Background: an optimization exercise with open tools, aiming at small area. Do not read the settings as production practice.
Only simulation tests tie the RTL to the original design; equivalence was not proved.
The clock port is modelled as an ideal driver, which makes a skipped or thinned clock tree look cheaper than it is; a real chip needs a root buffer or a tree.
Power figures rest on the tool's default switching activity, not on a simulated workload.

Design spi_master, start of the top module:
module spi_master #(
  parameter SLAVES  = 4,    
  parameter D_WIDTH = 16    
) (
  input  wire               clock,     
  input  wire               reset_n,   
  input  wire               enable,    
  input  wire               cpol,      
  input  wire               cpha,      
  input  wire               cont,      
  input  wire [7:0]         clk_div,   
  input  wire [7:0]         addr,      
  input  wire [D_WIDTH-1:0] tx_data,   
  input  wire               miso,      
  output reg                sclk,      
  output wire [SLAVES-1:0]  ss_n,      
  output reg                mosi,      
  output wire               mosi_oe,   
  output reg                busy,      
  output reg  [D_WIDTH-1:0] rx_data    
);
  reg                state;         
  reg                sel;           
  reg         [1:0]  slave;         
  reg         [7:0]  ratio;         
  reg         [7:0]  count;         
  reg         [5:0]  k;             
  reg                ph;            
  reg                continue_f;    
  reg  [D_WIDTH-1:0] rx_buffer;     
  reg  [D_WIDTH-1:0] tx_buffer;     
  reg                tx_done;       
  assign ss_n = sel ? ~(4'b0001 << slave) : 4'b1111;
  assign mosi_oe = sel & ~(ph & (k == 6'd1) & ~continue_f & ~tx_done);
  wire toggle = ~sel | ~|count[7:1];
  wire ad     = ~(ph ^ k[0]);                  
  wire is33   = k[5] & k[0];
  wire tx     = ad & ~k[5];
  wire rx     = ~ad;
  wire reload = cont & ~ad & (ph ? k[5] : &k[4:1]);
  wire fin    = is33 & ~cont;
  always @(posedge clock or negedge reset_n) begin
    if (!reset_n) begin
      busy    <= 1'b1;
      rx_data <= {D_WIDTH{1'b0}};
      state   <= 1'b0;
      sel     <= 1'b0;
    end else if (!state) begin
      busy    <= enable;
      state   <= enable;
      sel     <= 1'b0;
  ...
For scale: roughly 80 flip-flops, ~0.0030 mm² of cells after synthesis.
==> flow/config.mk <==
export PLATFORM = sky130hd
export DESIGN_NAME = spi_master
export DESIGN_NICKNAME = spi_master
export VERILOG_FILES = /design/flow/design.v
export SDC_FILE = /design/flow/constraint.sdc
export NUM_CORES = 4
export LEC_CHECK = 0
export CAP_MARGIN = 20
export CORE_MARGIN = 2
export CORE_UTILIZATION = 60
export SLEW_MARGIN = 20
==> flow/constraint.sdc <==
create_clock -name core_clock -period 10.0 [get_ports {clock}]
set_input_delay 2.0000 -clock core_clock [delete_from_list [all_inputs] [get_ports {clock}]]
set_output_delay 2.0000 -clock core_clock [all_outputs]
set_load 0.01 [all_outputs]
standard.sh (not shown) runs the stock make flow with config.mk's settings and CLKGATE_MAP_FILE= SYNTH_SCRIPT=/design/flow/synth_recipe.tcl, a recipe that flattens the netlist after the stock synthesis.
==> flow/flow/run.sh <==
#!/bin/bash
# Standard ORFS layout (standard.sh) with these changes:
#  - ABC maps the logic with several area-oriented scripts and keeps the
#    smallest result (flow/synth_area.tcl); the registers are unchanged.
#  - port buffers are buf_1 cells.
#  - the resizer may only add small buffers (flow/dont_use.tcl, run before
#    each step that can buffer).
#  - the clock tree is built by hand (flow/clock_tree.tcl, in place of
#    TritonCTS): the clock port drives 4 clkbuf_8 cells, each feeding a
#    quarter of the flip-flops; after CTS a clock buffer whose flip-flops
#    would see a clock slew over 120 ps is upsized (flow/clock_fix.tcl).
# Each ORFS step logs to orfs/logs/; make's output goes to standard.log.
set -euo pipefail
here=$(pwd)
export AREA_ABC_SCRIPTS="$(ls $here/flow/abc*.abc | tr '\n' ' ')"
export FLOW_SYNTH_TCL=$here/synth_recipe.tcl
export BUFFER_PORTS_ARGS="-buffer_cell sky130_fd_sc_hd__buf_1"
for step in GLOBAL_PLACE RESIZE REPAIR_TIMING_POST_PLACE GLOBAL_ROUTE DETAIL_PLACE; do
  export PRE_${step}_TCL=$here/flow/dont_use.tcl
done
export PRE_CTS_TCL=$here/flow/clock_tree.tcl
export CLOCK_PORT_NET=clock
export CLOCK_TREE_LEAVES=4
export CLOCK_LEAF_CELL=sky130_fd_sc_hd__clkbuf_8
export CLOCK_ROOT_CELL=sky130_fd_sc_hd__clkbuf_4
export POST_CTS_TCL=$here/flow/clock_fix.tcl
export CLOCK_SLEW_TARGET_PS=120
sed "s#SYNTH_SCRIPT=[^ ]*#SYNTH_SCRIPT=$here/flow/synth_area.tcl#" standard.sh > standard_area.sh
grep -q "SYNTH_SCRIPT=$here/flow/synth_area.tcl" standard_area.sh
bash standard_area.sh > standard.log 2>&1
Other scripts of this flow, unchanged in this note and not shown: flow/flow/abc1.abc, flow/flow/abc2.abc, flow/flow/abc3.abc, flow/flow/abc4.abc, flow/flow/abc5.abc, flow/flow/abc6.abc, flow/flow/clock_fix.tcl, flow/flow/clock_tree.tcl, flow/flow/dont_use.tcl, flow/flow/synth_area.tcl
The baseline produced a clean layout.
Next try:
--- a/flow/config.mk
+++ b/flow/config.mk
@@ -6,6 +6,7 @@
 export NUM_CORES = 4
 export LEC_CHECK = 0
-export CAP_MARGIN = 20
+export CAP_MARGIN = 0
 export CORE_MARGIN = 2
 export CORE_UTILIZATION = 60
-export SLEW_MARGIN = 20
+export GPL_TIMING_DRIVEN = 0
+export SLEW_MARGIN = 0
Effect: Setup slack gains 56 ps; via count came out higher slightly; design area is about the same; die area stays the same; wire length came out lower by a few percent; area after synthesis does not change; worst hold slack barely changes; combinational power barely changes; global-route usage came out lower by 0.29 points; first-iteration DRC count came out lower by well over a third.
In every run of this note, the design's own scripts or RTL, not TritonCTS, make the clock network.

========
The RTL this note starts from:
==> flow/design.v <==
module spi_master #(
  parameter SLAVES  = 4,    
  parameter D_WIDTH = 16    
) (
  input  wire               clock,     
  input  wire               reset_n,   
  input  wire               enable,    
  input  wire               cpol,      
  input  wire               cpha,      
  input  wire               cont,      
  input  wire [7:0]         clk_div,   
  input  wire [7:0]         addr,      
  input  wire [D_WIDTH-1:0] tx_data,   
  input  wire               miso,      
  output reg                sclk,      
  output wire [SLAVES-1:0]  ss_n,      
  output reg                mosi,      
  output reg                mosi_oe,   
  output reg                busy,      
  output reg  [D_WIDTH-1:0] rx_data    
);
  reg                state;         
  reg                sel;           
  reg         [1:0]  slave;         
  reg         [7:0]  ratio;         
  reg         [7:0]  count;         
  reg         [5:0]  k;             
  reg                ph;            
  reg                continue_f;    
  reg  [D_WIDTH-1:0] rx_buffer;     
  reg  [D_WIDTH-1:0] tx_buffer;     
  assign ss_n = sel ? ~(4'b0001 << slave) : 4'b1111;
  wire toggle = ~sel | ~|count[7:1];
  wire ad     = ~(ph ^ k[0]);                  
  wire is33   = k[5] & k[0];
  wire tx     = ad & ~k[5];
  wire rx     = ~ad & sel & ~is33;
  wire reload = cont & ~ad & (ph ? k[5] : &k[4:1]);
  wire fin    = is33 & ~cont;
  always @(posedge clock or negedge reset_n) begin
    if (!reset_n) begin
      busy    <= 1'b1;
      mosi_oe <= 1'b0;
      rx_data <= {D_WIDTH{1'b0}};
      state   <= 1'b0;
      sel     <= 1'b0;
    end else if (!state) begin
      busy    <= enable;
      mosi_oe <= 1'b0;
      state   <= enable;
      sel     <= 1'b0;
    end else begin
      sel <= 1'b1;
      busy <= 1'b1;
      if (toggle) begin
        if (tx)
          mosi_oe <= 1'b1;
        if (continue_f)
          busy <= 1'b0;
        if (continue_f | fin)
          rx_data <= rx_buffer;
        if (fin) begin
          busy    <= 1'b0;
          mosi_oe <= 1'b0;
          state   <= 1'b0;
          sel     <= 1'b0;
        end
      end
    end
  end
  always @(posedge clock) begin
    count <= toggle ? ratio : count - 8'd1;
    if (!state) begin
      slave      <= (addr[7:2] == 6'd0) ? addr[1:0] : 2'd0;
      ratio      <= clk_div;
      ph         <= cpha;
      tx_buffer  <= tx_data;
      k          <= 6'd0;
      continue_f <= 1'b0;
      if (enable & reset_n)
        sclk <= cpol;
    end else if (toggle) begin
      continue_f <= reload;
      if (reload)
        k <= {5'd0, ph};
      else if (is33)
        k <= 6'd0;
      else
        k <= k + 6'd1;
      if (sel & ~is33)
        sclk <= ~sclk;
      if (rx)
        rx_buffer <= {rx_buffer[D_WIDTH-2:0], miso};
      if (tx) begin
        mosi      <= tx_buffer[D_WIDTH-1];
        tx_buffer <= {tx_buffer[D_WIDTH-2:0], 1'b0};
      end
      if (reload)
        tx_buffer <= tx_data;
    end
  end
endmodule
==> flow/config.mk <==
export PLATFORM = sky130hd
export DESIGN_NAME = spi_master
export DESIGN_NICKNAME = spi_master
export VERILOG_FILES = /design/flow/design.v
export SDC_FILE = /design/flow/constraint.sdc
export NUM_CORES = 4
export LEC_CHECK = 0
export CAP_MARGIN = 20
export CORE_MARGIN = 2
export CORE_UTILIZATION = 60
export SLEW_MARGIN = 20
==> flow/constraint.sdc <==
create_clock -name core_clock -period 10.0 [get_ports {clock}]
set_input_delay 2.0000 -clock core_clock [delete_from_list [all_inputs] [get_ports {clock}]]
set_output_delay 2.0000 -clock core_clock [all_outputs]
set_load 0.01 [all_outputs]
==> flow/flow/run.sh <==
#!/bin/bash
# Standard ORFS layout with two changes: port buffers are buf_1 cells, and
# the clock tree is built from clkbuf_4 cells without dummy loads.
set -euo pipefail
export BUFFER_PORTS_ARGS="-buffer_cell sky130_fd_sc_hd__buf_1"
export CTS_ARGS="-sink_clustering_enable -repair_clock_nets -dont_use_dummy_load -buf_list sky130_fd_sc_hd__clkbuf_4"
bash standard.sh > standard.log 2>&1
Edit:
==> flow/run.sh (new file) <==
#!/bin/bash
# synth_recipe.tcl (not shown) runs the flow's synth.tcl, then flattens the netlist and writes it again
# the make line also repeats each setting of config.mk as NAME=value (left out here)
make -C /OpenROAD-flow-scripts/flow DESIGN_CONFIG=/design/flow/config.mk WORK_HOME=/design/flow/orfs CLKGATE_MAP_FILE= SYNTH_SCRIPT=/design/flow/synth_recipe.tcl finish
- CORE_UTILIZATION: 60 -> 40
removed: flow/flow/run.sh
removed: flow/standard.sh
The new run completed with no timing, DRC or antenna violations.
Core utilization fell by 17 points.
Count of clock-buffer cells in the layout does not change.
Critical path depth rises by 4.
Maximum frequency falls by 9.8%.
Cell area rose by 15%.

========
## run A
Another version of the RTL of spi_master (not shown whole).
Size: about 81 flip-flops, ~63 I/O pins.
==> flow/design.v (excerpt) <==
module spi_master #(
  parameter SLAVES  = 4,    
  parameter D_WIDTH = 16    
) (
  input  wire               clock,     
  input  wire               reset_n,   
  input  wire               enable,    
  input  wire               cpol,      
  input  wire               cpha,      
  input  wire               cont,      
  input  wire [7:0]         clk_div,   
  input  wire [7:0]         addr,      
  input  wire [D_WIDTH-1:0] tx_data,   
  input  wire               miso,      
  output reg                sclk,      
  output wire [SLAVES-1:0]  ss_n,      
  output reg                mosi,      
  output reg                mosi_oe,   
  output reg                busy,      
  output reg  [D_WIDTH-1:0] rx_data    
);
clock: 10.0 ns
lec_check: 0
cap_margin: 20
core_margin: 2
core_utilization: 60
slew_margin: 20
==> flow/flow/run.sh <==
#!/bin/bash
# Standard ORFS layout with two changes: port buffers are buf_1 cells, and
# the clock tree is built from clkbuf_4 cells without dummy loads.
set -euo pipefail
export BUFFER_PORTS_ARGS="-buffer_cell sky130_fd_sc_hd__buf_1"
export CTS_ARGS="-sink_clustering_enable -repair_clock_nets -dont_use_dummy_load -buf_list sky130_fd_sc_hd__clkbuf_4"
bash standard.sh > standard.log 2>&1
--- input diff run A..run C ---
==> flow/flow/run.sh <==
#!/bin/bash
# Standard ORFS layout with three changes: ABC maps the logic with an
# area-oriented script (flow/synth_area.tcl), port buffers are buf_1 cells,
# and the clock tree is built from clkbuf_4 cells without dummy loads.
set -euo pipefail
here=$(pwd)
export AREA_ABC_SCRIPT=$here/flow/area.abc
export FLOW_SYNTH_TCL=$here/synth_recipe.tcl
export BUFFER_PORTS_ARGS="-buffer_cell sky130_fd_sc_hd__buf_1"
export CTS_ARGS="-sink_clustering_enable -repair_clock_nets -dont_use_dummy_load -buf_list sky130_fd_sc_hd__clkbuf_4"
sed "s#SYNTH_SCRIPT=[^ ]*#SYNTH_SCRIPT=$here/flow/synth_area.tcl#" standard.sh > standard_area.sh
grep -q "SYNTH_SCRIPT=$here/flow/synth_area.tcl" standard_area.sh
bash standard_area.sh > standard.log 2>&1
==> flow/flow/area.abc (new file) <==
strash
&get -n
&st
&dch
&nf -R 1000
&put
strash
&get -n
&st
&dch
&nf -R 1000
&put
==> flow/flow/synth_area.tcl (new file) <==
# The standard synthesis (synth_recipe.tcl), with ABC run on an area-oriented
# script instead of ORFS's speed script. Only the combinational mapping changes.
proc abc {args} {
  set i [lsearch -exact $args -script]
  if { $i >= 0 } {
    set args [lreplace $args [expr { $i + 1 }] [expr { $i + 1 }] $::env(AREA_ABC_SCRIPT)]
  }
  puts "abc (area script): $args"
  yosys abc {*}$args
}
source $::env(FLOW_SYNTH_TCL)
--- outcome ---
No stage failed in run C, and the final checks on the layout all came back clean. Of run C and run A, the higher via count normalized by instance count belongs to run A. Comparing run C and run A, maximum fanout along the worst path is lower on run C. On sequential share of the synthesized area: run C sits above run A. Summary of run C over run A: power consumption up 0.044 mW, power consumed by the clock network flat. Re share of the clock period used by the worst path: run C and run A aren't equal, and the lower value belongs to run C.

[static timing again, ports no longer ideal]
In the flow no input, the clock included, has a driving cell. The finished layouts below were timed again as built, in two steps. Step 1, drivers: a clkbuf_16 drives clock and a buf_2 each remaining input, both assumed. Step 2, shift: input delay + t, output delay - t, t = (earliest + latest rising clock arrival at the registers) / 2. This alone moves slack from input paths to output paths. Slacks: ideal / step 1 / step 2; pairs: ideal / step 1.
| run | t, ns | slack for setup (ns) | hold WS [ns] | worst setup path after step 2 | cell pins on the clock port's net |
|---|---|---|---|---|---|
| the first run of note 1 | 0.221 | 6.538 / 6.482 / 6.343 | 0.455 / 0.455 / 0.455 | input to register | 4 |
| the second run of note 1 | 0.216 | 6.594 / 6.541 / 6.404 | 0.455 / 0.455 / 0.455 | input to register | 4 |
| the first run of note 2 | 0.423 | 6.433 / 6.408 / 6.036 | 0.432 / 0.432 / 0.432 | input to register | 1 |
| the second run of note 2 | 0.375 | 6.045 / 6.037 / 5.662 | 0.424 / 0.424 / 0.424 | input to register | 1 |
| run A | 0.406 | 6.464 / 6.440 / 6.509 | 0.445 / 0.445 / 0.445 | input to register | 1 |
| run C | 0.414 | 6.872 / 6.844 / 6.886 | 0.452 / 0.452 / 0.452 | input to register | 1 |
After both steps setup and hold are still met in every run listed. For the first run of note 2, which loses most, drivers alone change the setup slack by -0.025 ns; drivers and shift together by -0.397 ns.
